This is an optimization exercise on Yosys and OpenROAD, whose aim is small area, not a production implementation. Only simulation tests tie the RTL to the original design; equivalence was not proved. Power and IR drop assume default switching activity.

### flow/area.abc
strash
dc2
&get -n
&st
&dch -f
&nf -p -a -R 1000
&put
mfs3 -ae
strash
dc2
&get -n
&st
&dch -f
&nf -p -a -R 1000
&put
mfs3 -ae
strash
dc2
&get -n
&st
&dch -f
&nf -p -a -R 1000
&put
mfs3 -ae
topo
stime -c
buffer -c
upsize -c
dnsize -c
### standard.sh
#!/bin/bash
# synth_recipe.tcl (not shown) runs the flow's synth.tcl, then flattens the netlist and writes it again
# the make line also repeats each setting of config.mk as NAME=value (left out here)
make -C /OpenROAD-flow-scripts/flow DESIGN_CONFIG=/design/flow/config.mk WORK_HOME=/design/flow/orfs CLKGATE_MAP_FILE= SYNTH_SCRIPT=/design/flow/synth_recipe.tcl "${@:-finish}"
### constraint.sdc
create_clock -name core_clock -period 10.0 [get_ports {CLK_50M}]
set_input_delay 2.0000 -clock core_clock [delete_from_list [all_inputs] [get_ports {CLK_50M}]]
set_output_delay 2.0000 -clock core_clock [all_outputs]
set_load 0.01 [all_outputs]
### design.v
module OverZero
(
	input  [15:0] datain,
	input  [15:0] zero,
	output        flag
);
	assign flag = (datain > zero);
endmodule
module ADS8688
(
input wire rst_n,
input CLK_50M,
output clk_100,
output reg CS,
output wire SCLK,
output reg SDI,
input SDO,
output RST,
output reg [15:0] rddat7,rddat6,rddat5,rddat0,rddat4,rddat3,outRMS,
input [11:0] dataAddr,
input RDdata
);
reg [1:0] ph;
wire spi_rise = (ph == 2'd2);
wire spi_fall = (ph == 2'd1);
always @(posedge CLK_50M or negedge rst_n)
	if (!rst_n)
		ph <= 2'd0;
	else if (ph == 2'd2)
		ph <= 2'd0;
	else
		ph <= ph + 2'd1;
assign SCLK = ~CS & (ph != 2'd2);
reg [6:0] cnt;
reg [3:0] order;
wire frame_end = (cnt > 7'd82);
assign RST = |cnt;
reg [15:0] cmd;
always @(*)
	case (order)
	4'd0:  cmd = 16'h0B00;
	4'd1:  cmd = 16'h1901;
	4'd2:  cmd = 16'h1701;
	4'd3:  cmd = 16'h1501;
	4'd4:  cmd = 16'h0B01;
	4'd5:  cmd = 16'h1301;
	4'd6:  cmd = 16'h1101;
	4'd7:  cmd = 16'hDC00;
	4'd8:  cmd = 16'hD800;
	4'd9:  cmd = 16'hD400;
	4'd10: cmd = 16'hC000;
	4'd11: cmd = 16'hD000;
	4'd12: cmd = 16'hCC00;
	default: cmd = 16'hCC00;
	endcase
always @(posedge CLK_50M or negedge rst_n)
	if (!rst_n) begin
		cnt <= 7'd0;
		CS <= 1'b0;
		order <= 4'd0;
		SDI <= 1'b0;
	end else if (spi_rise) begin
		if (frame_end) begin
			CS <= 1'b1;
			cnt <= 7'd40;
			order <= (order == 4'd12) ? 4'd7 : order + 4'd1;
		end else begin
			CS <= (cnt < 7'd50);
			cnt <= cnt + 7'd1;
		end
		if (cnt >= 7'd50 && cnt <= 7'd65)
			SDI <= cmd[4'd15 - cnt[3:0] + 4'd2];
	end
wire capture = spi_fall && order > 4'd6 && cnt >= 7'd67 && cnt <= 7'd82;
always @(posedge CLK_50M or negedge rst_n)
	if (!rst_n) begin
		rddat7 <= 16'd0;
		rddat6 <= 16'd0;
		rddat5 <= 16'd0;
		rddat0 <= 16'd0;
		rddat4 <= 16'd0;
		rddat3 <= 16'd0;
	end else if (spi_rise && frame_end) begin
		if (order == 4'd7)  rddat3 <= rddat;
		if (order == 4'd8)  rddat7 <= rddat;
		if (order == 4'd9)  rddat6 <= rddat;
		if (order == 4'd10) rddat5 <= rddat;
		if (order == 4'd11) rddat0 <= rddat;
		if (order == 4'd12) rddat4 <= rddat;
	end
OverZero OverZero_inst
(
	.datain(rddat6),
	.zero(16'd32768),
	.flag(clk_100)
);
wire evt = (ph == 2'd0) && ((cnt == 7'd1) || (cnt == 7'd40 && order != 4'd0));
reg r1, r2;
reg [15:0] cnt50;
reg [15:0] max_cnt;
reg pvalid;       
reg accp;         
reg zf;           
wire latch = r1 & ~r2 & (cnt50 > 16'd100);
always @(posedge CLK_50M or negedge rst_n)
	if (!rst_n) begin
		r1 <= 1'b0;
		r2 <= 1'b0;
		cnt50 <= 16'd0;
		pvalid <= 1'b0;
		accp <= 1'b0;
	end else if (evt) begin
		r1 <= clk_100;
		r2 <= r1;
		cnt50 <= latch ? 16'd0 : cnt50 + 16'd1;
		accp <= ~latch;
		if (latch)
			pvalid <= 1'b1;
	end
wire t0 = (cnt[1:0] == 2'd0) && (ph == 2'd0);
wire win = (cnt >= 7'd44) && (cnt <= 7'd67);
wire mac = (cnt >= 7'd44) && (cnt <= 7'd66);
wire [2:0] p = cnt[4:2] - 3'd3;    
wire win_end = (cnt == 7'd67) && (ph == 2'd2);
always @(posedge CLK_50M or negedge rst_n)
	if (!rst_n)
		zf <= 1'b1;
	else if (evt && latch)
		zf <= 1'b1;
	else if (win_end && accp)
		zf <= 1'b0;
reg [47:0] ring7, ring6, ring5, ring0, ring4, ring3;
reg [47:0] Power_7, Power_6, Power_5, Power_0, Power_4, Power_3;
reg [15:0] x;
reg [3:0] rsel;
always @(*)
	case (p)
	3'd0: begin x = rddat7; rsel = ring7[3:0]; end
	3'd1: begin x = rddat6; rsel = ring6[3:0]; end
	3'd2: begin x = rddat5; rsel = ring5[3:0]; end
	3'd3: begin x = rddat0; rsel = ring0[3:0]; end
	3'd4: begin x = rddat4; rsel = ring4[3:0]; end
	default: begin x = rddat3; rsel = ring3[3:0]; end
	endcase
wire c = ~x[15];
wire [14:0] v = x[14:0] ^ {15{c}};
reg [3:0] m;
always @(*)
	case ({cnt[1:0], ph})
	4'b0000: m = v[3:0];
	4'b0001: m = v[7:4];
	4'b0010: m = v[11:8];
	4'b0100: m = {1'b0, v[14:12]};
	default: m = 4'd0;
	endcase
reg [15:0] acc;
reg [4:1] dq;
wire [15:0] acc_in = t0 ? (c ? {v, 1'b1} : 16'd0) : acc;
wire [4:0] dq_in = t0 ? 5'd0 : {1'b0, dq};
wire [19:0] pp0 = {5'd0, v & {15{m[0]}}};
wire [19:0] pp1 = {4'd0, v & {15{m[1]}}, 1'b0};
wire [19:0] pp2 = {3'd0, v & {15{m[2]}}, 2'b0};
wire [19:0] pp3 = {2'd0, v & {15{m[3]}}, 3'b0};
wire [19:0] a0 = {4'd0, acc_in};
wire [19:0] s1 = a0 ^ pp0 ^ pp1;
wire [19:0] c1 = {(a0[18:0] & pp0[18:0]) | (a0[18:0] & pp1[18:0]) | (pp0[18:0] & pp1[18:0]), 1'b0};
wire [19:0] s2 = s1 ^ c1 ^ pp2;
wire [19:0] c2 = {(s1[18:0] & c1[18:0]) | (s1[18:0] & pp2[18:0]) | (c1[18:0] & pp2[18:0]), 1'b0};
wire [19:0] s3 = s2 ^ c2 ^ pp3;
wire [19:0] c3 = {(s2[18:0] & c2[18:0]) | (s2[18:0] & pp3[18:0]) | (c2[18:0] & pp3[18:0]), 1'b0};
wire [19:0] s;
wire [20:0] rc;
genvar gi;
generate
	for (gi = 0; gi < 20; gi = gi + 1) begin : g_cpa
		wire cin = (gi % 4 == 0) ? dq_in[gi / 4] : rc[gi];
		assign s[gi] = s3[gi] ^ c3[gi] ^ cin;
		assign rc[gi+1] = (s3[gi] & c3[gi]) | (s3[gi] & cin) | (c3[gi] & cin);
	end
endgenerate
assign rc[0] = 1'b0;
always @(posedge CLK_50M)
	if (mac)
		acc <= s[19:4];
	else if (capture)
		acc <= {acc[14:0], SDO};
wire [15:0] rddat = acc;
always @(posedge CLK_50M)
	dq <= {rc[16], rc[12], rc[8], rc[4]};
reg cy;
wire [3:0] rb = zf ? 4'd0 : rsel;
wire [4:0] dc;
wire [4:0] sum;
wire [3:0] pd = mac ? s[3:0] : 4'd0;
assign dc[0] = t0 ? 1'b0 : cy;
generate
	for (gi = 0; gi < 4; gi = gi + 1) begin : g_dig
		assign sum[gi] = rb[gi] ^ pd[gi] ^ dc[gi];
		assign dc[gi+1] = (rb[gi] & pd[gi]) | (rb[gi] & dc[gi]) | (pd[gi] & dc[gi]);
	end
endgenerate
assign sum[4] = dc[4];
always @(posedge CLK_50M)
	cy <= sum[4];
wire act = win & accp;
always @(posedge CLK_50M) begin
	ring7 <= {(act && p == 3'd0) ? sum[3:0] : ring7[3:0], ring7[47:4]};
	ring6 <= {(act && p == 3'd1) ? sum[3:0] : ring6[3:0], ring6[47:4]};
	ring5 <= {(act && p == 3'd2) ? sum[3:0] : ring5[3:0], ring5[47:4]};
	ring0 <= {(act && p == 3'd3) ? sum[3:0] : ring0[3:0], ring0[47:4]};
	ring4 <= {(act && p == 3'd4) ? sum[3:0] : ring4[3:0], ring4[47:4]};
	ring3 <= {(act && p == 3'd5) ? sum[3:0] : ring3[3:0], ring3[47:4]};
end
always @(posedge CLK_50M)
	if (evt && latch) begin
		Power_7 <= ring7;
		Power_6 <= ring6;
		Power_5 <= ring5;
		Power_0 <= ring0;
		Power_4 <= ring4;
		Power_3 <= ring3;
		max_cnt <= cnt50;
	end
always @(posedge CLK_50M or negedge rst_n)
	if (!rst_n)
		outRMS <= 16'd0;
	else if (RDdata) begin
		if (!pvalid)
			outRMS <= 16'd0;
		else
			case (dataAddr[7:0])
			8'd0:  outRMS <= Power_7[47:32];
			8'd1:  outRMS <= Power_7[31:16];
			8'd2:  outRMS <= Power_7[15:0];
			8'd3:  outRMS <= Power_6[47:32];
			8'd4:  outRMS <= Power_6[31:16];
			8'd5:  outRMS <= Power_6[15:0];
			8'd6:  outRMS <= Power_5[47:32];
			8'd7:  outRMS <= Power_5[31:16];
			8'd8:  outRMS <= Power_5[15:0];
			8'd9:  outRMS <= Power_0[47:32];
			8'd10: outRMS <= Power_0[31:16];
			8'd11: outRMS <= Power_0[15:0];
			8'd12: outRMS <= Power_4[47:32];
			8'd13: outRMS <= Power_4[31:16];
			8'd14: outRMS <= Power_4[15:0];
			8'd15: outRMS <= Power_3[47:32];
			8'd16: outRMS <= Power_3[31:16];
			8'd17: outRMS <= Power_3[15:0];
			8'd18: outRMS <= max_cnt;
			default: outRMS <= 16'd0;
			endcase
	end
endmodule
### flow/abc_proc.tcl
# Point yosys's abc call at the area-oriented script; all other arguments stay.
proc abc {args} {
  set i [lsearch -exact $args -script]
  if {$i >= 0} { lset args [expr {$i + 1}] $::area_abc_script }
  yosys abc {*}$args
}
### config.mk
export PLATFORM = sky130hd
export DESIGN_NAME = ADS8688
export DESIGN_NICKNAME = ADS8688
export VERILOG_FILES = /design/flow/design.v
export SDC_FILE = /design/flow/constraint.sdc
export NUM_CORES = 4
export LEC_CHECK = 0
export CAP_MARGIN = 20
export CORE_MARGIN = 2
export CORE_UTILIZATION = 78
export CTS_BUF_LIST = sky130_fd_sc_hd__clkbuf_8
export CTS_CLUSTER_DIAMETER = 55
export CTS_CLUSTER_SIZE = 18
export PLACE_DENSITY = 0.85
export SLEW_MARGIN = 20
### flow/run.sh
#!/bin/bash
# The standard layout (standard.sh), changed in three ways:
#  - synthesis maps the logic with an area-oriented ABC script (flow/area.abc)
#    instead of ORFS's speed script; everything else in synthesis is the standard flow's own
#    synth_recipe.tcl, so the registers are the standard synthesis's;
#  - port buffers are sky130_fd_sc_hd__buf_1 (every port still gets one);
#  - CTS inserts no dummy loads.
# make's output goes to flow.log; ORFS writes each step's log under orfs/logs.
set -euo pipefail
W=$PWD
F=$W/flow
{
  echo "set ::area_abc_script $F/area.abc"
  echo "source $F/abc_proc.tcl"
  cat "$W/synth_recipe.tcl"
} > "$W/area_synth.tcl"
sed -e "s#SYNTH_SCRIPT=[^ ]*#SYNTH_SCRIPT=$W/area_synth.tcl#" "$W/standard.sh" > "$W/area_standard.sh"
grep -q "SYNTH_SCRIPT=$W/area_synth.tcl" "$W/area_standard.sh"
export BUFFER_PORTS_ARGS="-buffer_cell sky130_fd_sc_hd__buf_1"
export CTS_ARGS="-sink_clustering_enable -repair_clock_nets -sink_clustering_size 18 -sink_clustering_max_diameter 55 -buf_list sky130_fd_sc_hd__clkbuf_8 -dont_use_dummy_load"
bash "$W/area_standard.sh" > "$W/flow.log" 2>&1
==> qor.txt, run 1 <==
CLOCK NETWORK
---------------------------------------------------------------------------------
H-tree levels                                                                   2
Post-cts resize count                                                           0
Count of buffers added by post-CTS timing repair for setup                      0
TritonCTS clock tree                                                         done
Number of buffers inserted during clock tree synthesis                         51
CTS clock-pin slew for the worst setup and hold paths                     0.11 ns
Clock sink total                                                              761
CTS Hold Bufs                                                                   0
Max clock buf depth                                                             3
CTS root buf                                                         sky130_fd_sc_hd__clkbuf_8
Clock Latency Late Sink                                                   0.66 ns

CRITICAL PATH
---------------------------------------------------------------------------------
Worst path bufs/invs                                                            3
Critical Path Fanout Max                                                       20
Required time at the worst-slack endpoint                                10.37 ns
Startpoint type of the worst setup path                                      flop
Worst reg2reg setup slack                                                 2.39 ns
Crit path from                                                       cnt[4]$_DFFE_PN0P_
Category of the critical setup timing path                             reg -> reg
Family with the most delay on the worst path                          adder cells
Slowest stage cell, crit path                                        sky130_fd_sc_hd__nor2_1
Type of destination of the critical path                                     flop
Data arrival at the endpoint of the critical path                         7.99 ns
CP cell instances                                                    nand2_1 > nor2_2 > buf_4 > a222oi_1 > and2_1 > xnor2_1 > o22ai_1 > nor2_1 > nor2_1 > fa_1 > inv_1 > fa_1 > fa_1 > fa_1 > fa_1 > fa_1 > inv_1 > fa_1 > mux2_2
Most repeated library cell on the critical path                      sky130_fd_sc_hd__fa_1
Cell count along the critical path                                             19
Crit Reg-Reg Endpoint                                                acc[11]$_DFFE_PP_
Worst-case reg-to-reg path depth                                               19
Critical register-to-register path startpoint                        cnt[4]$_DFFE_PN0P_
Delay contributed by the slowest stage of the critical path               0.86 ns

SYNTH
---------------------------------------------------------------------------------
#FFs+latches synth                                                            761
Top cell type by total area after synthesis                          sky130_fd_sc_hd__edfxtp_1
Number of enable flip-flop cells after synthesis                              320
Count leader, synth                                                  sky130_fd_sc_hd__edfxtp_1
Cell variety after synth                                                       61
YS warnings                                                                     1
Post-synthesis async set-or-reset flop share                                19.4%
Commonest cells in the synthesized netlist                           sky130_fd_sc_hd__edfxtp_1 (320), sky130_fd_sc_hd__dfxtp_1 (293), sky130_fd_sc_hd__dfrtp_1 (147)
Average cell area after synthesis                                        15.1 um2
Synthesized netlist net count                                                1865
Gate count after technology mapping                                          1758
Cells taking the most area after synthesis                           sky130_fd_sc_hd__edfxtp_1 (36%), sky130_fd_sc_hd__dfxtp_1 (22%), sky130_fd_sc_hd__dfrtp_1 (14%), sky130_fd_sc_hd__mux2_2 (4.8%), sky130_fd_sc_hd__fa_1 (4.5%)
Area of the mapped netlist                                              26600 um2
Dominant synthesized flop cell                                       sky130_fd_sc_hd__edfxtp_1
Portion of the post-synthesis area used by sequential elements              72.0%
Portion of synthesized cell area occupied by the leading cell type          36.1%

TIMING
---------------------------------------------------------------------------------
Final Hold Slack                                                         0.293 ns
Setup slack of the critical path after layout                             2.39 ns
Tightest Pin Transition                                                   1.17 ns
Final critical path time including I/O delays and setup                   7.61 ns
Worst Clk Skew                                                          0.0748 ns
Final-report hold violation count                                               0
Summed negative setup slack over all endpoints                               0 ns
Post-route clock period utilization                                         76.1%
RSZ-0062 raised after global routing                                           no
Number of max-slew violations in the final report                               0
Fmax                                                                      131 MHz
Worst-case headroom to the max-slew limit                                   22.2%
Final-report setup violation count                                              0

DETAILED ROUTING
---------------------------------------------------------------------------------
Average wire per standard cell                                            27.2 um
Vias                                                                        16.1k
Post-detailed-route DRC marker count                                            0
Via density per instance                                                     6.85
Final ANT Viol Nets                                                             0
DRT Pass-1 Iters                                                                6
Iteration-0 DRC Markers                                                      2537
Total wire length after detailed routing                                 63800 um

GRT
---------------------------------------------------------------------------------
GRT met1 Usage                                                              49.7%
Busiest grt layer                                                            met2
Via count of the first global-routing pass                                  16.3k
GRT met3 Usage                                                              6.89%
Fraction of met2 tracks used by global routing                              59.8%
GR Util All Layers                                                          36.7%
GR Overflow Total                                                               0
Initial antenna violation count                                                 0
First-pass GRT wire length                                               96900 um
Largest net degree at the start of global routing                              93

FLOORPLANNING
---------------------------------------------------------------------------------
Horizontal die dimension                                                   189 um
Initial core utilization                                                    79.2%
Io pins                                                                       133
Number of core rows                                                            67
CORE AREA                                                               33600 um2
Die Height                                                                 189 um
Die area                                                                35600 um2

PLACE
---------------------------------------------------------------------------------
Final weighted congestion of routability-driven global placement            0.902
Number of input and output port buffers inserted                              128
Post-Place Cells                                                             2293
Setup slack at placement                                                  2.54 ns
HPWL reported at the end of detailed placement                           42600 um

HOLD PATH
---------------------------------------------------------------------------------
Worst hold path cell count                                                      0
Class of the worst hold path                                           reg -> reg
Hold Crit Start                                                      ring3[45]$_DFF_P_
Worst hold path endpoint                                             ring3[41]$_DFF_P_

PWR
---------------------------------------------------------------------------------
Standby leakage power                                                     11.6 nW
Worst vdd rail ir drop                                                 0.000107 V
Power Density                                                          161 nW/um2

STATUS
---------------------------------------------------------------------------------
Status                                                               finished clean

FINISH
---------------------------------------------------------------------------------
Fillers                                                                      1635
Final net count                                                              2005
Area overhead of the layout relative to synthesis                           6.80%
Share of post-route cells with drive strength above 1                       13.8%
Non-filler cells in the finished layout                                      2344
Antenna fix cells                                                               0

FLOW RUN
---------------------------------------------------------------------------------
Number of max-cap violations                                                    0

[metal layers]
metal / up-vias / routed length [um]
met2: 1085 / 31100
met1: 8035 / 22900
met3: 178 / 7080
li1: 6768 / -
met4: 0 / 2780
met5: - / 0
[worst register-to-register path, cell delays in order, from the launching register on]
cell and delay, ns:
sky130_fd_sc_hd__dfrtp_1 0.67, sky130_fd_sc_hd__nand2_1 0.25, sky130_fd_sc_hd__nor2_2 0.13, sky130_fd_sc_hd__buf_4 0.38
sky130_fd_sc_hd__a222oi_1 0.16, sky130_fd_sc_hd__and2_1 0.50, sky130_fd_sc_hd__xnor2_1 0.57, sky130_fd_sc_hd__o22ai_1 0.12
sky130_fd_sc_hd__nor2_1 0.86, sky130_fd_sc_hd__nor2_1 0.15, sky130_fd_sc_hd__fa_1 0.58, sky130_fd_sc_hd__inv_1 0.05
sky130_fd_sc_hd__fa_1 0.45, sky130_fd_sc_hd__fa_1 0.41, sky130_fd_sc_hd__fa_1 0.46, sky130_fd_sc_hd__fa_1 0.47
sky130_fd_sc_hd__fa_1 0.42, sky130_fd_sc_hd__inv_1 0.09, sky130_fd_sc_hd__fa_1 0.39, sky130_fd_sc_hd__mux2_2 0.26
[where the power goes]
group / leakage, nW / switching (mW) / internal [mW] / total, mW
sequential: 8.00 / 0.000000000000000104 / 3.21 / 3.21
combinational: 3.26 / 0.0218 / 0.00305 / 0.0248
clock: 0.367 / 0.877 / 0.458 / 1.34
total: 11.6 / 0.899 / 3.68 / 4.57
[cells in the final DEF (no fill, tap or decap), types with 4 or more instances in the layout]
master | Yosys | layout
sky130_fd_sc_hd__or2_2 | 31 | 31
sky130_fd_sc_hd__o22ai_1 | 20 | 20
sky130_fd_sc_hd__a22o_1 | 5 | 5
sky130_fd_sc_hd__inv_1 | 67 | 67
sky130_fd_sc_hd__xnor2_1 | 12 | 12
sky130_fd_sc_hd__and3_1 | 9 | 9
sky130_fd_sc_hd__ha_1 | 31 | 31
sky130_fd_sc_hd__buf_4 | 0 | 25
sky130_fd_sc_hd__a22oi_1 | 39 | 39
sky130_fd_sc_hd__a221oi_1 | 5 | 5
sky130_fd_sc_hd__nor2_2 | 0 | 10
sky130_fd_sc_hd__nand2_1 | 78 | 78
sky130_fd_sc_hd__nand3_1 | 26 | 26
sky130_fd_sc_hd__xor2_1 | 4 | 4
sky130_fd_sc_hd__dfrtp_1 | 147 | 147
sky130_fd_sc_hd__fa_1 | 60 | 60
sky130_fd_sc_hd__nor2_1 | 110 | 96
sky130_fd_sc_hd__nor2b_1 | 7 | 6
sky130_fd_sc_hd__nand2b_1 | 7 | 7
sky130_fd_sc_hd__and2_1 | 8 | 8
sky130_fd_sc_hd__nand4_1 | 21 | 21
sky130_fd_sc_hd__mux2_2 | 113 | 113
sky130_fd_sc_hd__edfxtp_1 | 320 | 320
sky130_fd_sc_hd__nor3_2 | 1 | 4
sky130_fd_sc_hd__nor4_1 | 5 | 5
sky130_fd_sc_hd__a222oi_1 | 99 | 99
sky130_fd_sc_hd__o21ai_0 | 30 | 30
sky130_fd_sc_hd__a31oi_1 | 4 | 4
sky130_fd_sc_hd__buf_1 | 8 | 127
sky130_fd_sc_hd__clkbuf_8 | 0 | 51
sky130_fd_sc_hd__nor3_1 | 35 | 29
sky130_fd_sc_hd__dfxtp_1 | 293 | 293
sky130_fd_sc_hd__a21oi_1 | 54 | 53
sky130_fd_sc_hd__a211oi_1 | 5 | 5
sky130_fd_sc_hd__nor2_4 | 1 | 5
[cell type report]
class	count	area, um2	area share, %
inverter	69	259	0.911
timing repair buffer	154	683	2.40
tap	448	561	1.97
multi-input combinational	861	7060	24.8
sequential	761	19200	67.4
clock buffer	51	702	2.47
[logic make-up after synthesis]
group | synth area share, %
AND/OR/NAND/NOR | 6.63
XOR/XNOR | 0.526
flip-flops | 72.0
buffers and inverters | 1.96
adder cells (fa/ha/maj) | 5.97
multiplexers | 4.85
AO/OA/AOI/OAI | 8.03
[through the flow]
step           utilization [%]  area, um2  power, mW
6_report                  84.6      28400       4.57
3_3_place_gp              82.4      27700       3.31
3_5_place_dp              82.4      27700       3.31
4_1_cts                   84.5      28400       4.58
2_1_floorplan                -      26600       3.29
5_1_grt                   84.6      28400       4.68
[flip-flops by register name, indices dropped and copies added, names as in the netlist, 48 cells and up]
| name | cells |
|---|---|
| ring4 | 48 |
| ring5 | 48 |
| Power_7 | 48 |
| Power_0 | 48 |
| Power_6 | 48 |
| ring7 | 48 |
| ring6 | 48 |
| ring0 | 48 |
| ring3 | 48 |
| Power_3 | 48 |
| Power_4 | 48 |
| Power_5 | 48 |
[worst max path at each step]
stage,end,slack (ns)
after floorplan,cnt50[10]$_DFFE_PN0P_,0.1
after global placement,acc[11]$_DFFE_PP_,2.65
after detailed placement,acc[11]$_DFFE_PP_,2.54
after CTS,acc[11]$_DFFE_PP_,2.51
after global routing,acc[11]$_DFFE_PP_,2.05
final,acc[11]$_DFFE_PP_,2.39
==> run 2, diff against run 1 <==
--- a/flow/area.abc
+++ b/flow/area.abc
@@ -23,7 +23,3 @@
 &put
 mfs3 -ae
 topo
-stime -c
-buffer -c
-upsize -c
-dnsize -c
--- a/config.mk
+++ b/config.mk
@@ -7,9 +7,9 @@
 export LEC_CHECK = 0
 export CAP_MARGIN = 20
 export CORE_MARGIN = 2
-export CORE_UTILIZATION = 78
+export CORE_UTILIZATION = 75
 export CTS_BUF_LIST = sky130_fd_sc_hd__clkbuf_8
 export CTS_CLUSTER_DIAMETER = 55
 export CTS_CLUSTER_SIZE = 18
-export PLACE_DENSITY = 0.85
+export PLACE_DENSITY = 0.8
 export SLEW_MARGIN = 20
==> run 2 against run 1 <==
Effect of this change: still clean on timing, DRC and antenna; sequential share of layout area fell by 0.089 points; die area rose by 2.7%; clock power barely moved; clock skew fell by 0.00092 ns; routed wire length fell by 1.6%; synthesized cell count fell by 3.8%.
==> qor.txt, run 2 <==
SYNTH
------------------------------------------------------------------------------------------
Post-synthesis share of cell area spent on and, or, nand and nor gates               6.55%
Post-synthesis async set-or-reset flop share                                         19.4%
Compound-gate portion of the synthesized area                                        8.06%
Commonest cells in the synthesized netlist                                    sky130_fd_sc_hd__edfxtp_1 (320), sky130_fd_sc_hd__dfxtp_1 (293), sky130_fd_sc_hd__dfrtp_1 (147)
Portion of synthesized cell area occupied by the leading cell type                   36.5%
YS warnings                                                                              1
Gate count after technology mapping                                                   1692
Main combinational cell family by area after synthesis                        compound AO/OA/AOI/OAI gates
Number of enable flip-flop cells after synthesis                                       320
Synthesized netlist net count                                                         1799
Area of the mapped netlist                                                       26300 um2
Dominant synthesized flop cell                                                sky130_fd_sc_hd__edfxtp_1
Cell variety after synth                                                                48
Count leader, synth                                                           sky130_fd_sc_hd__edfxtp_1
Synthesized-area fraction occupied by xor and xnor cells                            0.533%
Top cell type by total area after synthesis                                   sky130_fd_sc_hd__edfxtp_1
Multiplexer share of the synthesized area                                            4.91%
Portion of the post-synthesis area used by sequential elements                       72.9%
Average cell area after synthesis                                                 15.5 um2
Cells taking the most area after synthesis                                    sky130_fd_sc_hd__edfxtp_1 (37%), sky130_fd_sc_hd__dfxtp_1 (22%), sky130_fd_sc_hd__dfrtp_1 (14%), sky130_fd_sc_hd__mux2_1 (4.8%), sky130_fd_sc_hd__fa_1 (4.6%)
Share of synthesized cell area in full adder, half adder and majority cells          6.04%
#FFs+latches synth                                                                     761

FLOORPLANNING
------------------------------------------------------------------------------------------
Die Height                                                                          191 um
Number of core rows                                                                     68
Horizontal die dimension                                                            191 um
Die area                                                                         36600 um2
Io pins                                                                                133
Initial core utilization                                                             76.2%
CORE AREA                                                                        34500 um2

PWR
------------------------------------------------------------------------------------------
Pint                                                                               3.68 mW
Share of total power in the clock network                                            29.2%
Power Density                                                                   161 nW/um2
Worst vdd rail ir drop                                                          0.000145 V
Fraction of power consumed by sequential logic                                       70.2%
Total design power                                                                 4.58 mW
Proportion of power drawn by combinational gates                                      0.5%
Share of total power consumed by net switching                                       19.5%
Standby leakage power                                                              11.5 nW
Net Switching                                                                       894 uW

PLACE
------------------------------------------------------------------------------------------
Final weighted congestion of routability-driven global placement                     0.922
Post-Place Cells                                                                      2308
HPWL reported at the end of detailed placement                                    42600 um
Number of input and output port buffers inserted                                       128
Setup slack at placement                                                           2.31 ns

CLOCK NETWORK
------------------------------------------------------------------------------------------
TritonCTS clock tree                                                                  done
Number of buffers inserted during clock tree synthesis                                  52
H-tree levels                                                                            2
CTS clock-pin slew for the worst setup and hold paths                              0.10 ns
Post-cts resize count                                                                    0
CTS Hold Bufs                                                                            0
Clock sink total                                                                       761
Clock Latency Late Sink                                                            0.68 ns
Max clock buf depth                                                                      3
Count of buffers added by post-CTS timing repair for setup                               0
CTS root buf                                                                  sky130_fd_sc_hd__clkbuf_8

DETAILED ROUTING
------------------------------------------------------------------------------------------
Average wire per standard cell                                                     26.6 um
Via density per instance                                                              6.67
Post-detailed-route DRC marker count                                                     0
Vias                                                                                 15.8k
Final ANT Viol Nets                                                                      0
Iteration-0 DRC Markers                                                               2287
DRT Pass-1 Iters                                                                         9
Total wire length after detailed routing                                          62800 um

CRITICAL PATH
------------------------------------------------------------------------------------------
Critical Path Fanout Max                                                                15
Category of the critical setup timing path                                      reg -> reg
Startpoint type of the worst setup path                                               flop
Data arrival at the endpoint of the critical path                                  8.27 ns
Type of destination of the critical path                                              flop
Required time at the worst-slack endpoint                                         10.38 ns

FINISH
------------------------------------------------------------------------------------------
Commonest non-fill, non-tap cell in the layout                                sky130_fd_sc_hd__edfxtp_1
Area overhead of the layout relative to synthesis                                    8.25%
Non-filler cells in the finished layout                                               2362
Antenna fix cells                                                                        0
Final net count                                                                       2016
Area used by sequential logic in the layout                                      19200 um2
Share of post-route cells with drive strength above 1                                5.61%
Fillers                                                                               1846
Commonest cells after routing, fill and taps aside                            sky130_fd_sc_hd__edfxtp_1 (320), sky130_fd_sc_hd__dfxtp_1 (293), sky130_fd_sc_hd__dfrtp_1 (147), sky130_fd_sc_hd__buf_1 (127), sky130_fd_sc_hd__mux2_1 (113)
Multi-input logic area                                                            6970 um2

TIMING
------------------------------------------------------------------------------------------
Setup slack of the critical path after layout                                      2.11 ns
Final-report hold violation count                                                        0
Worst-case headroom to the max-slew limit                                            15.0%
RSZ-0062 raised after global routing                                                    no
Post-route clock period utilization                                                  78.9%
Final-report setup violation count                                                       0
Worst Clk Skew                                                                   0.0739 ns
Tightest Pin Transition                                                            1.27 ns
Final critical path time including I/O delays and setup                            7.89 ns
Final Hold Slack                                                                  0.313 ns
Fmax                                                                               127 MHz
Summed negative setup slack over all endpoints                                        0 ns
Number of max-slew violations in the final report                                        0

HOLD PATH
------------------------------------------------------------------------------------------
Class of the worst hold path                                                    reg -> reg

GRT
------------------------------------------------------------------------------------------
Via count of the first global-routing pass                                           15.9k
First-pass GRT wire length                                                        94200 um
GRT met3 Usage                                                                       7.01%
Largest net degree at the start of global routing                                      207
Fraction of met2 tracks used by global routing                                       56.9%
GR Util All Layers                                                                   35.4%
GRT met1 Usage                                                                       46.9%
GR Overflow Total                                                                        0
Initial antenna violation count                                                          0
Busiest grt layer                                                                     met2

STATUS
------------------------------------------------------------------------------------------
Status                                                                        finished clean

FLOW RUN
------------------------------------------------------------------------------------------
Number of max-cap violations                                                             0

-- run 2: changes by cell type after synthesis, moves of 7 or more --
cell                       previous run  this run
sky130_fd_sc_hd__mux2_1               0       113
sky130_fd_sc_hd__mux2_2             113         0
sky130_fd_sc_hd__clkinv_1             0        69
sky130_fd_sc_hd__inv_1               67         0
sky130_fd_sc_hd__clkbuf_1            54         0
sky130_fd_sc_hd__or2_0                0        31
sky130_fd_sc_hd__or2_2               31         0
sky130_fd_sc_hd__and2_0               0         9
sky130_fd_sc_hd__and2_1               8         0
sky130_fd_sc_hd__buf_1                8         1
-- run 2: kinds of logic (layout without fill, tap and decap cells) --
kind of cell / count (synthesis) / in the layout
xor+xnor: 16 / 16
flops: 761 / 761
mux: 115 / 115
simple gates: 360 / 360
compound gates: 279 / 279
fa+ha+maj: 91 / 91
buf+inv: 70 / 285
-- run 2: power groups by stage --
stage | Combinational, mW | Clock (mW) | Sequential [mW]
after floorplan | 0.00307 | 0 | 3.28
after global placement | 0.0242 | 0 | 3.28
after detailed placement | 0.0254 | 0 | 3.28
after CTS | 0.0255 | 1.35 | 3.21
after global routing | 0.0278 | 1.45 | 3.21
final | 0.0248 | 1.34 | 3.21
-- run 2: worst max-delay path, stage by stage, from the launching register on --
cell and delay [ns]:
sky130_fd_sc_hd__dfrtp_1 0.65, sky130_fd_sc_hd__nand2_1 0.28, sky130_fd_sc_hd__nor2_1 0.83, sky130_fd_sc_hd__buf_4 0.38, sky130_fd_sc_hd__a222oi_1 0.13, sky130_fd_sc_hd__and2_0 0.22, sky130_fd_sc_hd__ha_1 0.40, sky130_fd_sc_hd__o22ai_1 0.12
sky130_fd_sc_hd__nor2_1 0.77, sky130_fd_sc_hd__nor2_1 0.15, sky130_fd_sc_hd__fa_1 0.58, sky130_fd_sc_hd__clkinv_1 0.07, sky130_fd_sc_hd__fa_1 0.52, sky130_fd_sc_hd__fa_1 0.45, sky130_fd_sc_hd__fa_1 0.41, sky130_fd_sc_hd__fa_1 0.47
sky130_fd_sc_hd__fa_1 0.43, sky130_fd_sc_hd__clkinv_1 0.07, sky130_fd_sc_hd__fa_1 0.38, sky130_fd_sc_hd__mux2_1 0.29
-- run 2: final cells by class --
type	count	area share (%)
flip-flops and latches	761	67.4
inverters	69	0.909
repair buffers	164	2.76
clock buffers	52	2.51
multi-input cells	861	24.5
well taps	455	2.00
-- run 2: final timing paths --
check | from | endpoint | slack, ns | cells after the start
setup / recovery | cnt[2]$_DFFE_PN0P_ | acc[11]$_DFFE_PP_ | 2.11 | 19
hold / removal | ring3[42]$_DFF_P_ | ring3[38]$_DFF_P_ | 0.31 | 0
setup reg to reg | cnt[2]$_DFFE_PN0P_ | acc[11]$_DFFE_PP_ | 2.11 | 19
hold reg to reg | ring3[42]$_DFF_P_ | ring3[38]$_DFF_P_ | 0.31 | 0
max in group asynchronous | rst_n | rddat5[1]$_DFFE_PN0P_ | 6.67 | 3
min in group asynchronous | rst_n | outRMS[7]$_DFFE_PN0P_ | 1.31 | 1
-- run 2: through the flow --
step / utilization (%) / cell area, um2
2_1_floorplan: - / 26300
5_1_grt: 82.4 / 28500
4_1_cts: 82.3 / 28400
3_5_place_dp: 80.3 / 27700
3_3_place_gp: 80.3 / 27700
6_report: 82.4 / 28500
-- run 2: metal layers --
| metal | wire length, um | up-vias |
|---|---|---|
| met1 | 23200 | 7847 |
| met4 | 2970 | 0 |
| li1 | - | 6785 |
| met5 | 0 | - |
| met2 | 30300 | 946 |
| met3 | 6270 | 186 |
==> run 3, diff against run 2 <==
--- a/flow/run.sh
+++ b/flow/run.sh
@@ -17,5 +17,5 @@
 sed -e "s#SYNTH_SCRIPT=[^ ]*#SYNTH_SCRIPT=$W/area_synth.tcl#" "$W/standard.sh" > "$W/area_standard.sh"
 grep -q "SYNTH_SCRIPT=$W/area_synth.tcl" "$W/area_standard.sh"
 export BUFFER_PORTS_ARGS="-buffer_cell sky130_fd_sc_hd__buf_1"
-export CTS_ARGS="-sink_clustering_enable -repair_clock_nets -sink_clustering_size 18 -sink_clustering_max_diameter 55 -buf_list sky130_fd_sc_hd__clkbuf_8 -dont_use_dummy_load"
+export CTS_ARGS="-sink_clustering_enable -repair_clock_nets -sink_clustering_size 10 -sink_clustering_max_diameter 40 -buf_list sky130_fd_sc_hd__clkbuf_4 -dont_use_dummy_load"
 bash "$W/area_standard.sh" > "$W/flow.log" 2>&1
==> config.mk (replaced) <==
export PLATFORM = sky130hd
export DESIGN_NAME = ADS8688
export DESIGN_NICKNAME = ADS8688
export VERILOG_FILES = /design/flow/design.v
export SDC_FILE = /design/flow/constraint.sdc
export NUM_CORES = 4
export LEC_CHECK = 0
export CAP_MARGIN = 20
export CORE_MARGIN = 2
export CORE_UTILIZATION = 78
export CTS_BUF_LIST = sky130_fd_sc_hd__clkbuf_4
export CTS_CLUSTER_DIAMETER = 40
export CTS_CLUSTER_SIZE = 10
export PLACE_DENSITY = 0.85
export SLEW_MARGIN = 20
==> run 3 against run 2 <==
Effect of this change: maximum frequency is 1.9% lower; clock power about the same; sequential power barely moved; routed wire length up 3.1%; critical path depth did not move; area after synthesis unchanged; die area fell by 3.8%; first-iteration DRC count grew 21%; critical path type unchanged; largest power group unchanged.
==> qor.txt, run 3 <==
CRITICAL PATH
---------------------------------------------------------------------------------
Critical register-to-register path startpoint                        cnt[2]$_DFFE_PN0P_
Critical Path Fanout Max                                                       15
Crit Reg-Reg Endpoint                                                acc[11]$_DFFE_PP_
Worst reg2reg setup slack                                                 1.96 ns
Crit path from                                                       cnt[2]$_DFFE_PN0P_
Data arrival at the endpoint of the critical path                         8.54 ns
Most repeated library cell on the critical path                      sky130_fd_sc_hd__fa_1
Slowest stage cell, crit path                                        sky130_fd_sc_hd__nor2_1
Type of destination of the critical path                                     flop
Worst-case reg-to-reg path depth                                               19
Delay contributed by the slowest stage of the critical path               0.84 ns
Required time at the worst-slack endpoint                                10.50 ns
Startpoint type of the worst setup path                                      flop
CP cell instances                                                    clkinv_1 > nor2_2 > a222oi_1 > and2_0 > buf_4 > xnor2_1 > o22ai_1 > nor2_1 > nor2_1 > fa_1 > clkinv_1 > fa_1 > fa_1 > fa_1 > fa_1 > fa_1 > clkinv_1 > fa_1 > mux2_1
Category of the critical setup timing path                             reg -> reg

GRT
---------------------------------------------------------------------------------
Busiest grt layer                                                            met2
Via count of the first global-routing pass                                  16.8k
Fraction of met2 tracks used by global routing                              61.5%
Largest net degree at the start of global routing                             207
GRT met1 Usage                                                              49.6%
First-pass GRT wire length                                               98200 um
GR Util All Layers                                                          37.7%
GRT met3 Usage                                                              7.49%
Initial antenna violation count                                                 1
GR Overflow Total                                                               0

HOLD PATH
---------------------------------------------------------------------------------
Worst hold path cell count                                                      0
Hold Crit Start                                                      ring3[18]$_DFF_P_
Class of the worst hold path                                           reg -> reg
Worst hold path endpoint                                             ring3[14]$_DFF_P_

PLACE
---------------------------------------------------------------------------------
HPWL reported at the end of detailed placement                           43100 um
Final weighted congestion of routability-driven global placement            0.905
Number of input and output port buffers inserted                              128

TIMING
---------------------------------------------------------------------------------
Final-report setup violation count                                              0
RSZ-0062 raised after global routing                                           no
Final-report hold violation count                                               0
Worst Clk Skew                                                          0.0963 ns
Number of max-slew violations in the final report                               0
Summed negative setup slack over all endpoints                               0 ns
Worst-case headroom to the max-slew limit                                   15.8%
Final critical path time including I/O delays and setup                   8.04 ns
Tightest Pin Transition                                                   1.26 ns
Fmax                                                                      124 MHz
Post-route clock period utilization                                         80.4%

FLOW RUN
---------------------------------------------------------------------------------
Number of max-cap violations                                                    0

SYNTH
---------------------------------------------------------------------------------
Post-synthesis async set-or-reset flop share                                19.4%
Top cell type by total area after synthesis                          sky130_fd_sc_hd__edfxtp_1
Cells taking the most area after synthesis                           sky130_fd_sc_hd__edfxtp_1 (37%), sky130_fd_sc_hd__dfxtp_1 (22%), sky130_fd_sc_hd__dfrtp_1 (14%), sky130_fd_sc_hd__mux2_1 (4.8%), sky130_fd_sc_hd__fa_1 (4.6%)
Gate count after technology mapping                                          1692
Average cell area after synthesis                                        15.5 um2
Synthesized netlist net count                                                1799
Area of the mapped netlist                                              26300 um2
YS warnings                                                                     1
Cell variety after synth                                                       48
#FFs+latches synth                                                            761
Commonest cells in the synthesized netlist                           sky130_fd_sc_hd__edfxtp_1 (320), sky130_fd_sc_hd__dfxtp_1 (293), sky130_fd_sc_hd__dfrtp_1 (147)
Count leader, synth                                                  sky130_fd_sc_hd__edfxtp_1
Number of enable flip-flop cells after synthesis                              320
Portion of synthesized cell area occupied by the leading cell type          36.5%
Portion of the post-synthesis area used by sequential elements              72.9%
Dominant synthesized flop cell                                       sky130_fd_sc_hd__edfxtp_1

CLOCK NETWORK
---------------------------------------------------------------------------------
Clock sink total                                                              761
TritonCTS clock tree                                                         done
CTS Hold Bufs                                                                   0
H-tree levels                                                                   3
Max clock buf depth                                                             3
CTS root buf                                                         sky130_fd_sc_hd__clkbuf_4
Clock Latency Late Sink                                                   0.83 ns
CTS clock-pin slew for the worst setup and hold paths                     0.10 ns
Number of buffers inserted during clock tree synthesis                         89
Post-cts resize count                                                           0
Count of buffers added by post-CTS timing repair for setup                      0

FINISH
---------------------------------------------------------------------------------
Final net count                                                              2051
Commonest cells after routing, fill and taps aside                   sky130_fd_sc_hd__edfxtp_1 (320), sky130_fd_sc_hd__dfxtp_1 (293), sky130_fd_sc_hd__dfrtp_1 (147), sky130_fd_sc_hd__buf_1 (127), sky130_fd_sc_hd__mux2_1 (113)
Area overhead of the layout relative to synthesis                           8.10%
Fillers                                                                      1640
Commonest non-fill, non-tap cell in the layout                       sky130_fd_sc_hd__edfxtp_1
Utilization after layout                                                    85.2%
Share of post-route cells with drive strength above 1                       7.57%

DETAILED ROUTING
---------------------------------------------------------------------------------
Final ANT Viol Nets                                                             0
Post-detailed-route DRC marker count                                            0
Average wire per standard cell                                            27.1 um
Iteration-0 DRC Markers                                                      2771
DRT Pass-1 Iters                                                               11
Via density per instance                                                     6.85
Vias                                                                        16.4k
Total wire length after detailed routing                                 64700 um

FLOORPLANNING
---------------------------------------------------------------------------------
Number of core rows                                                            67
Io pins                                                                       133
Die area                                                                35200 um2
CORE AREA                                                               33400 um2
Die Height                                                                 188 um
Horizontal die dimension                                                   188 um
Initial core utilization                                                    78.8%

PWR
---------------------------------------------------------------------------------
Standby leakage power                                                     11.5 nW
Worst vdd rail ir drop                                                 0.000109 V
Power Density                                                          160 nW/um2
Total design power                                                        4.56 mW

STATUS
---------------------------------------------------------------------------------
Status                                                               finished clean

## run 3: cell types whose count changed in the layout (fill, tap and decap cells not counted), moves of 4 or more
cell | before | now
sky130_fd_sc_hd__clkbuf_4 | 1 | 90
sky130_fd_sc_hd__nor2_2 | 4 | 8
sky130_fd_sc_hd__nor2_1 | 107 | 102
sky130_fd_sc_hd__buf_4 | 33 | 29
sky130_fd_sc_hd__clkbuf_8 | 52 | 0
## run 3: logic make-up after synthesis
group	share of synthesized area, %
AO/OA/AOI/OAI	8.06
buffers and inverters	0.999
multiplexers	4.91
AND/OR/NAND/NOR	6.55
flip-flops	72.9
adder cells (fa/ha/maj)	6.04
XOR/XNOR	0.533
## run 3: routing by layer
metal	up-vias	routed length, um
li1	6887	-
met1	8157	23300
met2	1147	31600
met3	193	6950
met4	0	2850
met5	-	0
## run 3: power by group
part | total, mW | leakage [nW] | switching [mW] | internal [mW]
clock network | 1.32 | 0.409 | 0.911 | 0.409
logic | 0.0262 | 3.10 | 0.0216 | 0.00453
registers | 3.21 | 8.00 | 0.0000000000000000895 | 3.21
## run 3: per-stage QoR
| step | hold slack, ns | setup WS (ns) | cells | instance area, um2 |
|---|---|---|---|---|
| 3_3_place_gp | 0.328 | 2.28 | 2298 | 27700 |
| 4_1_cts | 0.297 | 2.06 | 2387 | 28400 |
| 2_1_floorplan | 0.327 | 2.24 | 1692 | 26300 |
| 3_5_place_dp | 0.333 | 2.09 | 2298 | 27700 |
| 5_1_grt | 0.280 | 1.52 | 2391 | 28400 |
| 6_report | 0.304 | 1.96 | 2391 | 28400 |
## run 3: how the worst max path moves through the flow
stage	end	slack (ns)
4_1_cts	acc[11]$_DFFE_PP_	2.06
5_1_grt	acc[11]$_DFFE_PP_	1.52
3_3_place_gp	acc[11]$_DFFE_PP_	2.28
2_1_floorplan	acc[3]$_DFFE_PP_	2.24
6_report	acc[11]$_DFFE_PP_	1.96
3_5_place_dp	acc[11]$_DFFE_PP_	2.09
## run 3: layout make-up
cell class	count	area [um2]	share of cell area, %
tap	448	561	1.97
inverter	69	259	0.911
antenna	1	2.50	0.00880
sequential	761	19200	67.4
timing repair buffer	162	791	2.78
clock buffer	89	668	2.35
multi-input combinational	861	6980	24.5
## run 3: worst max-delay path, delay by kind of cell, from the launching register on
family / cells / cell delay, ns
simple gates: 4 / 2.12
buf+inv: 4 / 0.78
compound gates: 2 / 0.31
flops: 1 / 0.64
xor+xnor: 1 / 0.40
mux: 1 / 0.31
fa+ha+maj: 7 / 3.22
==> run 4, diff against run 3 <==
--- a/flow/run.sh
+++ b/flow/run.sh
@@ -17,5 +17,5 @@
 sed -e "s#SYNTH_SCRIPT=[^ ]*#SYNTH_SCRIPT=$W/area_synth.tcl#" "$W/standard.sh" > "$W/area_standard.sh"
 grep -q "SYNTH_SCRIPT=$W/area_synth.tcl" "$W/area_standard.sh"
 export BUFFER_PORTS_ARGS="-buffer_cell sky130_fd_sc_hd__buf_1"
-export CTS_ARGS="-sink_clustering_enable -repair_clock_nets -sink_clustering_size 10 -sink_clustering_max_diameter 40 -buf_list sky130_fd_sc_hd__clkbuf_4 -dont_use_dummy_load"
+export CTS_ARGS="-sink_clustering_enable -repair_clock_nets -sink_clustering_size 12 -sink_clustering_max_diameter 45 -buf_list {sky130_fd_sc_hd__clkbuf_4 sky130_fd_sc_hd__clkbuf_8} -dont_use_dummy_load"
 bash "$W/area_standard.sh" > "$W/flow.log" 2>&1
--- a/config.mk
+++ b/config.mk
@@ -8,8 +8,8 @@
 export CAP_MARGIN = 20
 export CORE_MARGIN = 2
 export CORE_UTILIZATION = 78
-export CTS_BUF_LIST = sky130_fd_sc_hd__clkbuf_4
-export CTS_CLUSTER_DIAMETER = 40
-export CTS_CLUSTER_SIZE = 10
+export CTS_BUF_LIST = sky130_fd_sc_hd__clkbuf_4 sky130_fd_sc_hd__clkbuf_8
+export CTS_CLUSTER_DIAMETER = 45
+export CTS_CLUSTER_SIZE = 12
 export PLACE_DENSITY = 0.85
 export SLEW_MARGIN = 20
==> run 4 against run 3 <==
Effect of this change: largest power group unchanged; sequential cell count unchanged; clock skew down 0.0024 ns; first-iteration DRC count up 3.2%; critical path type unchanged; die area unchanged; clock-buffer cell count down 13; clock power up 25%; final area up 1.2%; still clean; worst setup slack better by 0.056 ns; power up 7.1%; register-to-register slack better by 0.06 ns; global-route usage up 1.6 points.
==> qor.txt, run 4 <==
STATUS
------------------------------------------------------------------------------------------
Status                                                                        finished clean

CLOCK NETWORK
------------------------------------------------------------------------------------------
Clock Latency Late Sink                                                            0.67 ns
Count of buffers added by post-CTS timing repair for setup                               0
Post-cts resize count                                                                    0
Max clock buf depth                                                                      3
TritonCTS clock tree                                                                  done
CTS clock-pin slew for the worst setup and hold paths                              0.08 ns
CTS root buf                                                                  sky130_fd_sc_hd__clkbuf_8
Number of buffers inserted during clock tree synthesis                                  76
H-tree levels                                                                            3
Clock sink total                                                                       761
CTS Hold Bufs                                                                            0

GRT
------------------------------------------------------------------------------------------
First-pass GRT wire length                                                       102000 um
GR Util All Layers                                                                   39.2%
GR Overflow Total                                                                        0
Via count of the first global-routing pass                                           17.1k
Largest net degree at the start of global routing                                      207
Initial antenna violation count                                                          0

TIMING
------------------------------------------------------------------------------------------
Final-report hold violation count                                                        0
Worst-case headroom to the max-slew limit                                            10.1%
Final Hold Slack                                                                  0.325 ns
Summed negative setup slack over all endpoints                                        0 ns
Post-route clock period utilization                                                  79.8%
Fmax                                                                               125 MHz
Worst Clk Skew                                                                   0.0939 ns
RSZ-0062 raised after global routing                                                    no
Tightest Pin Transition                                                            1.35 ns
Final-report setup violation count                                                       0
Number of max-slew violations in the final report                                        0
Final critical path time including I/O delays and setup                            7.98 ns

DETAILED ROUTING
------------------------------------------------------------------------------------------
DRT Pass-1 Iters                                                                         9
Routed length on met1                                                             23600 um
Post-detailed-route DRC marker count                                                     0
Average wire per standard cell                                                     28.5 um
Total wire length after detailed routing                                          67600 um
Routed wl met2                                                                    33300 um
Top routing layer in use                                                              met4
Iteration-0 DRC Markers                                                               2861
Vias                                                                                 16.5k
Metal3 WL                                                                          7500 um
Via density per instance                                                              6.95
Final ANT Viol Nets                                                                      0

FINISH
------------------------------------------------------------------------------------------
Commonest cells after routing, fill and taps aside                            sky130_fd_sc_hd__edfxtp_1 (320), sky130_fd_sc_hd__dfxtp_1 (293), sky130_fd_sc_hd__dfrtp_1 (147), sky130_fd_sc_hd__buf_1 (127), sky130_fd_sc_hd__mux2_1 (113)
Commonest non-fill, non-tap cell in the layout                                sky130_fd_sc_hd__edfxtp_1
Final net count                                                                       2036
Share of post-route cells with drive strength above 1                                6.85%
Area overhead of the layout relative to synthesis                                    9.42%
Fillers                                                                               1522
Antenna fix cells                                                                        0
Non-filler cells in the finished layout                                               2375

SYNTH
------------------------------------------------------------------------------------------
YS warnings                                                                              1
Number of enable flip-flop cells after synthesis                                       320
Post-synthesis share of cell area spent on and, or, nand and nor gates               6.55%
Synthesized-area fraction occupied by xor and xnor cells                            0.533%
Area of the mapped netlist                                                       26300 um2
#FFs+latches synth                                                                     761
Compound-gate portion of the synthesized area                                        8.06%
Post-synthesis async set-or-reset flop share                                         19.4%
Commonest cells in the synthesized netlist                                    sky130_fd_sc_hd__edfxtp_1 (320), sky130_fd_sc_hd__dfxtp_1 (293), sky130_fd_sc_hd__dfrtp_1 (147)
Top cell type by total area after synthesis                                   sky130_fd_sc_hd__edfxtp_1
Portion of the post-synthesis area used by sequential elements                       72.9%
Share of synthesized cell area in full adder, half adder and majority cells          6.04%
Dominant synthesized flop cell                                                sky130_fd_sc_hd__edfxtp_1
Count leader, synth                                                           sky130_fd_sc_hd__edfxtp_1
Synthesized netlist net count                                                         1799
Gate count after technology mapping                                                   1692
Cell variety after synth                                                                48
Cells taking the most area after synthesis                                    sky130_fd_sc_hd__edfxtp_1 (37%), sky130_fd_sc_hd__dfxtp_1 (22%), sky130_fd_sc_hd__dfrtp_1 (14%), sky130_fd_sc_hd__mux2_1 (4.8%), sky130_fd_sc_hd__fa_1 (4.6%)
Average cell area after synthesis                                                 15.5 um2
Multiplexer share of the synthesized area                                            4.91%
Main combinational cell family by area after synthesis                        compound AO/OA/AOI/OAI gates
Portion of synthesized cell area occupied by the leading cell type                   36.5%

FLOORPLANNING
------------------------------------------------------------------------------------------
CORE AREA                                                                        33400 um2
Io pins                                                                                133
Initial core utilization                                                             78.8%
Number of core rows                                                                     67
Die area                                                                         35200 um2
Horizontal die dimension                                                            188 um
Die Height                                                                          188 um

PWR
------------------------------------------------------------------------------------------
Fraction of power consumed by sequential logic                                       65.8%
Net Switching                                                                       989 uW
Share of total power consumed by net switching                                       20.3%
Pint                                                                               3.90 mW
Share of total power in the clock network                                            33.7%
Worst vdd rail ir drop                                                          0.000129 V
Proportion of power drawn by combinational gates                                      0.5%
Standby leakage power                                                              11.6 nW
Power Density                                                                   170 nW/um2

PLACE
------------------------------------------------------------------------------------------
Final weighted congestion of routability-driven global placement                     0.905
Number of input and output port buffers inserted                                       128
Post-Place Cells                                                                      2298
HPWL reported at the end of detailed placement                                    43100 um

CRITICAL PATH
------------------------------------------------------------------------------------------
Required time at the worst-slack endpoint                                         10.38 ns
Startpoint type of the worst setup path                                               flop
Slowest stage cell, crit path                                                 sky130_fd_sc_hd__nor2_1
Most repeated library cell on the critical path                               sky130_fd_sc_hd__fa_1
Worst path bufs/invs                                                                     4
Family with the most delay on the worst path                                   adder cells
CP cell instances                                                             clkinv_1 > nor2_2 > a222oi_1 > and2_0 > buf_4 > xnor2_1 > o22ai_1 > nor2_1 > nor2_1 > fa_1 > clkinv_1 > fa_1 > fa_1 > fa_1 > fa_1 > fa_1 > clkinv_1 > fa_1 > mux2_1
Category of the critical setup timing path                                      reg -> reg
Critical Path Fanout Max                                                                15
Data arrival at the endpoint of the critical path                                  8.37 ns
Type of destination of the critical path                                              flop
Delay contributed by the slowest stage of the critical path                        0.82 ns

HOLD PATH
------------------------------------------------------------------------------------------
Class of the worst hold path                                                    reg -> reg

FLOW RUN
------------------------------------------------------------------------------------------
Number of max-cap violations                                                             0

==> run 4: power by group through the flow <==
stage	Sequential (mW)	Combinational, mW	Clock (mW)
2_1_floorplan	3.28	0.00307	0
3_3_place_gp	3.28	0.0238	0
3_5_place_dp	3.28	0.0248	0
4_1_cts	3.21	0.0250	1.64
5_1_grt	3.21	0.0280	1.74
6_report	3.21	0.0254	1.65
==> run 4: stage by stage <==
stage          worst slack (ns)  utilization, %  instance area, um2  power, mW
5_1_grt                    1.58            86.3               28800       4.99
3_3_place_gp               2.28            83.0               27700       3.31
6_report                   2.02            86.3               28800       4.89
2_1_floorplan              2.24               -               26300       3.29
4_1_cts                    2.10            86.2               28700       4.88
3_5_place_dp               2.09            83.0               27700       3.31
==> run 4: cell type report <==
type	instances	area, um2	share of cell area [%]
Clock buffer	76	1050	3.63
Tap cell	448	561	1.95
Sequential cell	761	19200	66.6
Inverter	69	259	0.900
Multi-Input combinational cell	861	6990	24.3
Timing Repair Buffer	160	753	2.62
==> run 4: layer usage <==
metal / up-vias / track usage [%]
li1: 6819 / -
met1: 8174 / 50.4
met2: 1289 / 63.7
met3: 213 / 9.41
met4: 0 / 19.6
met5: - / 0
==> run 4: cell families (layout without fill, tap and decap cells) <==
logic type | Yosys count | after routing
DFF | 761 | 761
and+or+nand+nor | 360 | 360
AOI/OAI and AO/OA | 279 | 279
muxes | 115 | 115
adders and majority gates | 91 | 91
buffers and inverters | 70 | 305
xor gates and xnor gates | 16 | 16
==> run 4: worst paths after layout <==
| path | cells past startpoint | start | slack [ns] | to |
|---|---|---|---|---|
| max reg2reg | 19 | cnt[2]$_DFFE_PN0P_ | 2.02 | acc[11]$_DFFE_PP_ |
| max in group asynchronous | 3 | rst_n | 7.03 | rddat3[5]$_DFFE_PN0P_ |
| max | 19 | cnt[2]$_DFFE_PN0P_ | 2.02 | acc[11]$_DFFE_PP_ |
| min in group asynchronous | 2 | rst_n | 1.52 | outRMS[2]$_DFFE_PN0P_ |
| min reg2reg | 0 | ring7[22]$_DFF_P_ | 0.33 | ring7[18]$_DFF_P_ |
| min | 0 | ring7[22]$_DFF_P_ | 0.33 | ring7[18]$_DFF_P_ |
==> run 4: worst reg2reg max path, stage by stage, from the launching register on <==
cell and delay, ns:
sky130_fd_sc_hd__dfrtp_1 0.64, sky130_fd_sc_hd__clkinv_1 0.33, sky130_fd_sc_hd__nor2_2 0.73, sky130_fd_sc_hd__a222oi_1 0.18, sky130_fd_sc_hd__and2_0 0.39, sky130_fd_sc_hd__buf_4 0.31
sky130_fd_sc_hd__xnor2_1 0.39, sky130_fd_sc_hd__o22ai_1 0.12, sky130_fd_sc_hd__nor2_1 0.82, sky130_fd_sc_hd__nor2_1 0.15, sky130_fd_sc_hd__fa_1 0.58, sky130_fd_sc_hd__clkinv_1 0.08
sky130_fd_sc_hd__fa_1 0.51, sky130_fd_sc_hd__fa_1 0.43, sky130_fd_sc_hd__fa_1 0.41, sky130_fd_sc_hd__fa_1 0.47, sky130_fd_sc_hd__fa_1 0.43, sky130_fd_sc_hd__clkinv_1 0.07
sky130_fd_sc_hd__fa_1 0.40, sky130_fd_sc_hd__mux2_1 0.31
==> run 5, diff against run 4 <==
--- a/design.v
+++ b/design.v
@@ -15,7 +15,7 @@
 output wire SCLK,
 output reg SDI,
 input SDO,
-output RST,
+output reg RST,
 output reg [15:0] rddat7,rddat6,rddat5,rddat0,rddat4,rddat3,outRMS,
 input [11:0] dataAddr,
 input RDdata
@@ -34,7 +34,6 @@
 reg [6:0] cnt;
 reg [3:0] order;
 wire frame_end = (cnt > 7'd82);
-assign RST = |cnt;
 reg [15:0] cmd;
 always @(*)
 	case (order)
@@ -57,9 +56,11 @@
 	if (!rst_n) begin
 		cnt <= 7'd0;
 		CS <= 1'b0;
+		RST <= 1'b0;
 		order <= 4'd0;
 		SDI <= 1'b0;
 	end else if (spi_rise) begin
+		RST <= 1'b1;
 		if (frame_end) begin
 			CS <= 1'b1;
 			cnt <= 7'd40;
@@ -94,7 +95,13 @@
 	.zero(16'd32768),
 	.flag(clk_100)
 );
-wire evt = (ph == 2'd0) && ((cnt == 7'd1) || (cnt == 7'd40 && order != 4'd0));
+reg cs_d;
+always @(posedge CLK_50M or negedge rst_n)
+	if (!rst_n)
+		cs_d <= 1'b0;
+	else
+		cs_d <= CS;
+wire evt = CS & ~cs_d;
 reg r1, r2;
 reg [15:0] cnt50;
 reg [15:0] max_cnt;
--- a/flow/run.sh
+++ b/flow/run.sh
@@ -17,5 +17,5 @@
 sed -e "s#SYNTH_SCRIPT=[^ ]*#SYNTH_SCRIPT=$W/area_synth.tcl#" "$W/standard.sh" > "$W/area_standard.sh"
 grep -q "SYNTH_SCRIPT=$W/area_synth.tcl" "$W/area_standard.sh"
 export BUFFER_PORTS_ARGS="-buffer_cell sky130_fd_sc_hd__buf_1"
-export CTS_ARGS="-sink_clustering_enable -repair_clock_nets -sink_clustering_size 12 -sink_clustering_max_diameter 45 -buf_list {sky130_fd_sc_hd__clkbuf_4 sky130_fd_sc_hd__clkbuf_8} -dont_use_dummy_load"
+export CTS_ARGS="-sink_clustering_enable -repair_clock_nets -sink_clustering_size 30 -sink_clustering_max_diameter 60 -buf_list sky130_fd_sc_hd__clkbuf_16 -dont_use_dummy_load"
 bash "$W/area_standard.sh" > "$W/flow.log" 2>&1
==> flow/area.abc (replaced) <==
&get -n
&st
&dch -f
&nf -p -a -R 1000
&put
topo
--- a/config.mk
+++ b/config.mk
@@ -8,8 +8,8 @@
 export CAP_MARGIN = 20
 export CORE_MARGIN = 2
 export CORE_UTILIZATION = 78
-export CTS_BUF_LIST = sky130_fd_sc_hd__clkbuf_4 sky130_fd_sc_hd__clkbuf_8
-export CTS_CLUSTER_DIAMETER = 45
-export CTS_CLUSTER_SIZE = 12
+export CTS_BUF_LIST = sky130_fd_sc_hd__clkbuf_16
+export CTS_CLUSTER_DIAMETER = 60
+export CTS_CLUSTER_SIZE = 30
 export PLACE_DENSITY = 0.85
 export SLEW_MARGIN = 20
==> run 5 against run 4 <==
Effect of this change: worst setup slack got worse by 0.33 ns; die area grew 1.4%; power shrank 0.66%; critical path type unchanged; routed wire length fell by 1.3%; critical endpoint unchanged; area after synthesis up 1.4%; clock skew decreased by 0.028 ns; register-to-register slack got worse by 0.33 ns; synthesized cell count rose by 4.4%; final cell count up 1.5%.
==> qor.txt, run 5 <==
TIMING
---------------------------------------------------------------------------------
Post-route clock period utilization                                         83.1%
Number of max-slew violations in the final report                               0
Summed negative setup slack over all endpoints                               0 ns
Final critical path time including I/O delays and setup                   8.31 ns
RSZ-0062 raised after global routing                                           no
Fmax                                                                      120 MHz
Final-report setup violation count                                              0
Worst-case headroom to the max-slew limit                                   7.86%
Tightest Pin Transition                                                   1.38 ns
Final-report hold violation count                                               0

CLOCK NETWORK
---------------------------------------------------------------------------------
Clock sink total                                                              763
CTS Hold Bufs                                                                   0
TritonCTS clock tree                                                         done
Post-cts resize count                                                           0
Number of buffers inserted during clock tree synthesis                         38
H-tree levels                                                                   2

DETAILED ROUTING
---------------------------------------------------------------------------------
Average wire per standard cell                                            27.7 um
Via density per instance                                                     6.87
Total wire length after detailed routing                                 66800 um
Iteration-0 DRC Markers                                                      2364
Final ANT Viol Nets                                                             0
Post-detailed-route DRC marker count                                            0
Vias                                                                        16.6k
DRT Pass-1 Iters                                                                8

FLOW RUN
---------------------------------------------------------------------------------
Number of max-cap violations                                                    0

SYNTH
---------------------------------------------------------------------------------
Multiplexer share of the synthesized area                                   5.07%
Synthesized-area fraction occupied by xor and xnor cells                   0.788%
Cells taking the most area after synthesis                           sky130_fd_sc_hd__edfxtp_1 (36%), sky130_fd_sc_hd__dfxtp_1 (22%), sky130_fd_sc_hd__dfrtp_1 (14%), sky130_fd_sc_hd__mux2_1 (4.7%), sky130_fd_sc_hd__fa_1 (4.5%)
YS warnings                                                                     1
Dominant synthesized flop cell                                       sky130_fd_sc_hd__edfxtp_1
Compound-gate portion of the synthesized area                               8.16%
Portion of the post-synthesis area used by sequential elements              72.1%
Main combinational cell family by area after synthesis               compound AO/OA/AOI/OAI gates
Gate count after technology mapping                                          1766
#FFs+latches synth                                                            763
Top cell type by total area after synthesis                          sky130_fd_sc_hd__edfxtp_1
Cell variety after synth                                                       52
Portion of synthesized cell area occupied by the leading cell type          36.0%
Commonest cells in the synthesized netlist                           sky130_fd_sc_hd__edfxtp_1 (320), sky130_fd_sc_hd__dfxtp_1 (293), sky130_fd_sc_hd__dfrtp_1 (149)
Count leader, synth                                                  sky130_fd_sc_hd__edfxtp_1
Synthesized netlist net count                                                1873

FINISH
---------------------------------------------------------------------------------
Multi-input logic area                                                   7280 um2
Share of post-route cells with drive strength above 1                       4.79%
Final net count                                                              2072
Area used by sequential logic in the layout                             19200 um2
Area overhead of the layout relative to synthesis                           8.82%
Commonest cells after routing, fill and taps aside                   sky130_fd_sc_hd__edfxtp_1 (320), sky130_fd_sc_hd__dfxtp_1 (293), sky130_fd_sc_hd__dfrtp_1 (149), sky130_fd_sc_hd__nand2_1 (131), sky130_fd_sc_hd__buf_1 (127)

GRT
---------------------------------------------------------------------------------
GR Overflow Total                                                               0
Fraction of met2 tracks used by global routing                              63.2%
Busiest grt layer                                                            met2
First-pass GRT wire length                                               99100 um
Via count of the first global-routing pass                                  16.6k
GRT met1 Usage                                                              49.4%
GR Util All Layers                                                          37.4%

CRITICAL PATH
---------------------------------------------------------------------------------
Data arrival at the endpoint of the critical path                         8.59 ns
Crit path from                                                       cnt[2]$_DFFE_PN0P_
Startpoint type of the worst setup path                                      flop
Type of destination of the critical path                                     flop

PLACE
---------------------------------------------------------------------------------
Number of input and output port buffers inserted                              128
Final weighted congestion of routability-driven global placement            0.896

FLOORPLANNING
---------------------------------------------------------------------------------
Die Height                                                                 189 um
CORE AREA                                                               33600 um2
Io pins                                                                       133
Horizontal die dimension                                                   189 um
Initial core utilization                                                    79.3%
Die area                                                                35700 um2

PWR
---------------------------------------------------------------------------------
Total design power                                                        4.85 mW
Power Density                                                          167 nW/um2
Worst vdd rail ir drop                                                 0.000147 V

HOLD PATH
---------------------------------------------------------------------------------
Hold Crit Start                                                      ring3[20]$_DFF_P_

STATUS
---------------------------------------------------------------------------------
Status                                                               finished clean

-- run 5: changes by cell type after synthesis, moves of 15 or more --
cell and delta:
sky130_fd_sc_hd__or2_0 -24, sky130_fd_sc_hd__nand2_1 +52, sky130_fd_sc_hd__a221oi_1 +22, sky130_fd_sc_hd__nand3_1 +32, sky130_fd_sc_hd__o22ai_1 -15, sky130_fd_sc_hd__a22o_1 +29
sky130_fd_sc_hd__xor2_1 +16, sky130_fd_sc_hd__a21oi_1 -21, sky130_fd_sc_hd__a222oi_1 -73, sky130_fd_sc_hd__nor3_1 -25, sky130_fd_sc_hd__a22oi_1 +42, sky130_fd_sc_hd__o21ai_0 +18
sky130_fd_sc_hd__nand2b_1 +25
-- run 5: area by class of cell --
type                    instances  share of cell area, %
multi-input cells             933                   25.1
well taps                     448                   1.93
flip-flops and latches        763                   66.3
repair buffers                159                   2.57
clock buffers                  38                   3.28
inverters                      70                  0.905
-- run 5: logic make-up (layout without fill, tap and decap cells) --
kind of cell / count (synthesis) / after routing
compound gates: 296 / 296
xor+xnor: 24 / 24
fa+ha+maj: 91 / 91
buf+inv: 70 / 267
flops: 763 / 763
mux: 121 / 121
simple gates: 401 / 401
-- run 5: worst max-delay path, cell delays in order, from the launching register on --
cell                       delay [ns]
sky130_fd_sc_hd__dfrtp_1         0.57
sky130_fd_sc_hd__clkinv_1        0.30
sky130_fd_sc_hd__nor2_2          0.16
sky130_fd_sc_hd__buf_4           0.38
sky130_fd_sc_hd__nor4_2          0.06
sky130_fd_sc_hd__buf_4           0.28
sky130_fd_sc_hd__a221o_1         0.39
sky130_fd_sc_hd__a221o_1         0.44
sky130_fd_sc_hd__buf_4           0.27
sky130_fd_sc_hd__xor2_1          0.33
sky130_fd_sc_hd__o22ai_1         0.15
sky130_fd_sc_hd__nor2_1          0.84
sky130_fd_sc_hd__nor2_1          0.15
sky130_fd_sc_hd__fa_1            0.58
sky130_fd_sc_hd__clkinv_1        0.07
sky130_fd_sc_hd__fa_1            0.50
sky130_fd_sc_hd__fa_1            0.44
sky130_fd_sc_hd__fa_1            0.47
sky130_fd_sc_hd__fa_1            0.47
sky130_fd_sc_hd__fa_1            0.43
sky130_fd_sc_hd__clkinv_1        0.07
sky130_fd_sc_hd__fa_1            0.39
sky130_fd_sc_hd__mux2_1          0.29
-- run 5: stage by stage --
step	hold slack, ns	std cells	cell area [um2]	utilization (%)	setup slack, ns
finish	0.327	2411	29000	86.3	1.69
global route	0.334	2411	29000	86.3	1.33
CTS	0.323	2409	29000	86.2	1.75
detailed placement	0.333	2371	28000	83.4	1.78
global placement	0.328	2371	28000	83.4	1.86
floorplan	0.327	1766	26700	-	0.900
-- run 5: metal layers --
| metal | vias to the layer above | part of all wire, % |
|---|---|---|
| li1 | 6918 | - |
| met1 | 8171 | 35 |
| met2 | 1228 | 50 |
| met3 | 253 | 9.6 |
| met4 | 0 | 5.2 |
| met5 | - | 0 |
-- run 5: report_power, final --
| part | internal, mW | switching, mW |
|---|---|---|
| Clock | 0.683 | 0.921 |
| Sequential | 3.22 | 0.0000000000000000961 |
| Combinational | 0.00387 | 0.0222 |
-- run 5: worst paths after layout --
kind / slack (ns) / cells past startpoint / endpoint
max: 1.69 / 22 / acc[11]$_DFFE_PP_
min in group asynchronous: 1.50 / 1 / outRMS[9]$_DFFE_PN0P_
max reg2reg: 1.69 / 22 / acc[11]$_DFFE_PP_
min reg2reg: 0.33 / 0 / ring3[16]$_DFF_P_
max in group asynchronous: 7.00 / 2 / rddat4[1]$_DFFE_PN0P_
min: 0.33 / 0 / ring3[16]$_DFF_P_

Check on run 5: ideal ports give 1.685 ns setup slack; a clkbuf_16 on the clock port and buf_2 on the inputs give 1.685 ns; moving port delays by the midpoint clock arrival (0.599 ns) as well gives 1.685 ns.
